This is an optimization exercise on Yosys and OpenROAD, whose aim is a short achievable clock period, few clock cycles and low power, not a production implementation. The RTL was checked by simulation tests, not by an equivalence proof against the original design. No activity file was given, so power comes from the tool's default toggle rates.

==> module mips_multi_cycle, before the edit <==
module mips_multi_cycle (rst, clk, memwrite, memread, adr, inst, writedata);
  input rst, clk;
  output [31:0] adr, writedata;
  input [31:0] inst;
  output memread, memwrite;
  reg [31:0] A;                   
  reg [31:0] B;                   
  reg        x_sub, x_and, x_or, x_slt, x_link;
  reg [4:0]  x_wa;                
  reg [7:0]  eqp;                 
  reg [10:0] ea_hi;               
  reg [6:0]  ea_lo;               
  reg        ea_c;                
  reg [10:0] btgt;                
  reg [10:0] j_tgt;               
  reg        xv;                  
  reg        s_lw;                
  reg        s_mem;               
  reg        mw;                  
  reg        s_ea;                
  reg        s_j;                 
  reg        s_beq;               
  reg        s_seq;               
  reg [11:0] pcn;                 
  wire [31:0] s;
  wire        co;
  pfx_add #(32, 5) ADD(.a(A), .b(B), .ci(x_sub), .s(s), .co(co));
  wire [31:0] y  = x_and  ? (A & B) :
                   x_or   ? (A | B) :
                   x_slt  ? {31'd0, ~co} :
                   x_link ? {18'd0, pcn, 2'b00} : s;
  wire        we = xv | s_lw;
  wire [31:0] wd = s_mem ? inst : y;
  wire [3:0] ea_h0, ea_h1;
  pfx_add #(4, 2) EA0(.a(A[12:9]), .b(ea_hi[10:7]), .ci(1'b0), .s(ea_h0), .co());
  pfx_add #(4, 2) EA1(.a(A[12:9]), .b(ea_hi[10:7]), .ci(1'b1), .s(ea_h1), .co());
  wire [10:0] ea = {ea_c ? ea_h1 : ea_h0, ea_lo};
  wire        eq = &eqp;
  wire        tk = s_beq & eq;
  wire [10:0] cur = ({11{s_ea}} & ea) | ({11{s_j}} & j_tgt) | ({11{tk}} & btgt) |
                    ({11{s_seq | (s_beq & ~eq)}} & pcn[10:0]);
  wire [5:0] op = inst[31:26];
  wire [4:0] rs = inst[25:21];
  wire [4:0] rt = inst[20:16];
  wire [4:0] rd = inst[15:11];
  wire [5:0] fn = inst[5:0];
  wire [15:0] imm = inst[15:0];
  wire is_r    = (op == 6'h00);
  wire is_addi = (op == 6'h09);
  wire is_slti = (op == 6'h0A);
  wire is_lw   = (op == 6'h23);
  wire is_sw   = (op == 6'h2B);
  wire is_beq  = (op == 6'h04);
  wire is_j    = (op == 6'h02);
  wire is_jal  = (op == 6'h03);
  wire is_jr   = (op == 6'h06);
  wire f_add = (fn == 6'h20);
  wire f_sub = (fn == 6'h23);
  wire f_or  = (fn == 6'h25);
  wire f_slt = (fn == 6'h2A);
  wire use_imm = is_addi | is_slti;
  wire [4:0] nwa = is_r ? rd : (is_jal ? 5'd31 : rt);
  wire alu_we = (is_r | is_addi | is_slti | is_jal) & (nwa != 5'd0);
  wire hz_rs = xv & (x_wa == rs);
  wire hz_rt = xv & (x_wa == rt);
  wire [31:0] rv1, rv2;
  reg_file RF(.clk(clk), .rst(rst), .we(we), .wa(x_wa), .wd(wd),
              .ra1(rs), .ra2(rt), .k1(hz_rs), .k2(hz_rt), .rd1(rv1), .rd2(rv2));
  wire [31:0] a = rv1 | (y & {32{hz_rs}});
  wire [31:0] b = rv2 | (y & {32{hz_rt}});
  wire [31:0] d = a ^ b;
  wire [7:0]  neqp;
  genvar gi;
  generate
    for (gi = 0; gi < 8; gi = gi + 1) begin : EQ
      assign neqp[gi] = ~|d[gi*4 +: 4];
    end
  endgenerate
  wire [12:0] off = imm[12:0] & {13{~is_jr}};
  wire [9:0]  lo = {1'b0, a[8:0]} + {1'b0, off[8:0]};
  wire [11:0] pc4 = {1'b0, cur} + 12'd1;
  wire [10:0] nbt;
  pfx_add #(11, 4) BT(.a(cur), .b(imm[10:0]), .ci(1'b1), .s(nbt), .co());
  wire [31:0] nb = use_imm ? {{16{imm[15]}}, imm} : b;
  wire        nsub = (is_r & (f_sub | f_slt)) | is_slti;
  always @(posedge clk) begin
    A      <= is_jal ? 32'd0 : a;
    B      <= nb ^ {32{nsub}};
    x_sub  <= nsub;
    x_and  <= is_r & ~(f_add | f_sub | f_or | f_slt);
    x_or   <= is_r & f_or;
    x_slt  <= (is_r & f_slt) | is_slti;
    x_link <= is_jal;
    eqp    <= neqp;
    ea_hi  <= off[12:2];
    ea_lo  <= lo[8:2];
    ea_c   <= lo[9];
    btgt   <= nbt;
    j_tgt  <= inst[10:0];
    if (~s_mem & (alu_we | is_lw)) x_wa <= nwa;
    if (rst) begin
      pcn   <= 12'd0;
      xv    <= 1'b0;
      s_lw  <= 1'b0;
      s_mem <= 1'b0;
      mw    <= 1'b0;
      s_ea  <= 1'b0;
      s_j   <= 1'b0;
      s_beq <= 1'b0;
      s_seq <= 1'b1;
    end else if (s_mem) begin
      xv    <= 1'b0;
      s_lw  <= 1'b0;
      s_mem <= 1'b0;
      mw    <= 1'b0;
      s_ea  <= 1'b0;
      s_j   <= 1'b0;
      s_beq <= 1'b0;
      s_seq <= 1'b1;
    end else begin
      pcn   <= pc4;
      xv    <= alu_we;
      s_lw  <= is_lw & (rt != 5'd0);
      s_mem <= is_lw | is_sw;
      mw    <= is_sw;
      s_ea  <= is_lw | is_sw | is_jr;
      s_j   <= is_j | is_jal;
      s_beq <= is_beq;
      s_seq <= ~(is_lw | is_sw | is_jr | is_j | is_jal | is_beq);
    end
  end
  assign memwrite  = mw;
  assign memread   = ~mw;
  assign adr       = {19'd0, cur, 2'b00};
  assign writedata = B;             
endmodule
Settings: LEC_CHECK=0, CAP_MARGIN=20, CORE_MARGIN=2, CORE_UTILIZATION=40, CTS_CLUSTER_DIAMETER=100, CTS_CLUSTER_SIZE=24, PLACE_DENSITY=0.6, SETUP_SLACK_MARGIN=4, SLEW_MARGIN=20, TNS_END_PERCENT=5; clock period 7.5 ns.
run.sh (not shown) runs the stock make flow with config.mk's settings and CLKGATE_MAP_FILE= SYNTH_SCRIPT=/design/flow/synth_recipe.tcl, a recipe that flattens the netlist after the stock synthesis.
Testbench counts at the start, summed over its fixed seeds: cycles 64,912.
Change:
--- a/flow/design.v
+++ b/flow/design.v
@@ -138,15 +138,15 @@
     x_and  <= is_r & ~(f_add | f_sub | f_or | f_slt);
     x_or   <= is_r & f_or;
     x_slt  <= (is_r & f_slt) | is_slti;
     x_link <= is_jal;
+    x_wa   <= nwa;
     eqp    <= neqp;
     ea_hi  <= off[12:2];
     ea_lo  <= lo[8:2];
     ea_c   <= lo[9];
     btgt   <= nbt;
     j_tgt  <= inst[10:0];
-    if (~s_mem & (alu_we | is_lw)) x_wa <= nwa;
     if (rst) begin
       pcn   <= 12'd0;
       xv    <= 1'b0;
       s_lw  <= 1'b0;
What happened:
- final area went down by 0.91%
- global-route usage went down by 0.84 points
- flip-flop and latch count is unchanged
- hold slack hardly moves
- setup slack is better by 0.0053 ns
- total power went up by 1.7%
- wire length went down by 1.9%
Testbench counts after the change, summed over its fixed seeds: cycles 64,912.

-- port drivers added, routing unchanged --
The flow's constraints put no driver on any port. The routed layouts listed below were extracted and timed again, unchanged, in two steps.
Step 1 (the two cells are an assumption about what drives the block):
set clk [get_ports {clk}]
set_driving_cell -lib_cell sky130_fd_sc_hd__clkbuf_16 $clk
set_driving_cell -lib_cell sky130_fd_sc_hd__buf_2 [delete_from_list [all_inputs] $clk]
Step 2, shift: input delay + t, output delay - t, t = (earliest + latest rising clock arrival at the registers) / 2. This alone moves slack from input paths to output paths.
Slacks: ideal / step 1 / step 2; pairs: ideal / step 1.
run | t (ns) | setup slack, ns | worst slew at a driven data input, ns
the first run | 0.811 | 3.342 / 3.085 / 2.273 | 0.57
the second run | 0.800 | 3.347 / 3.201 / 2.401 | 0.45
After both steps setup and hold are still met in every run listed. For the first run, which loses most, drivers alone change the setup slack by -0.257 ns; drivers and shift together by -1.069 ns.
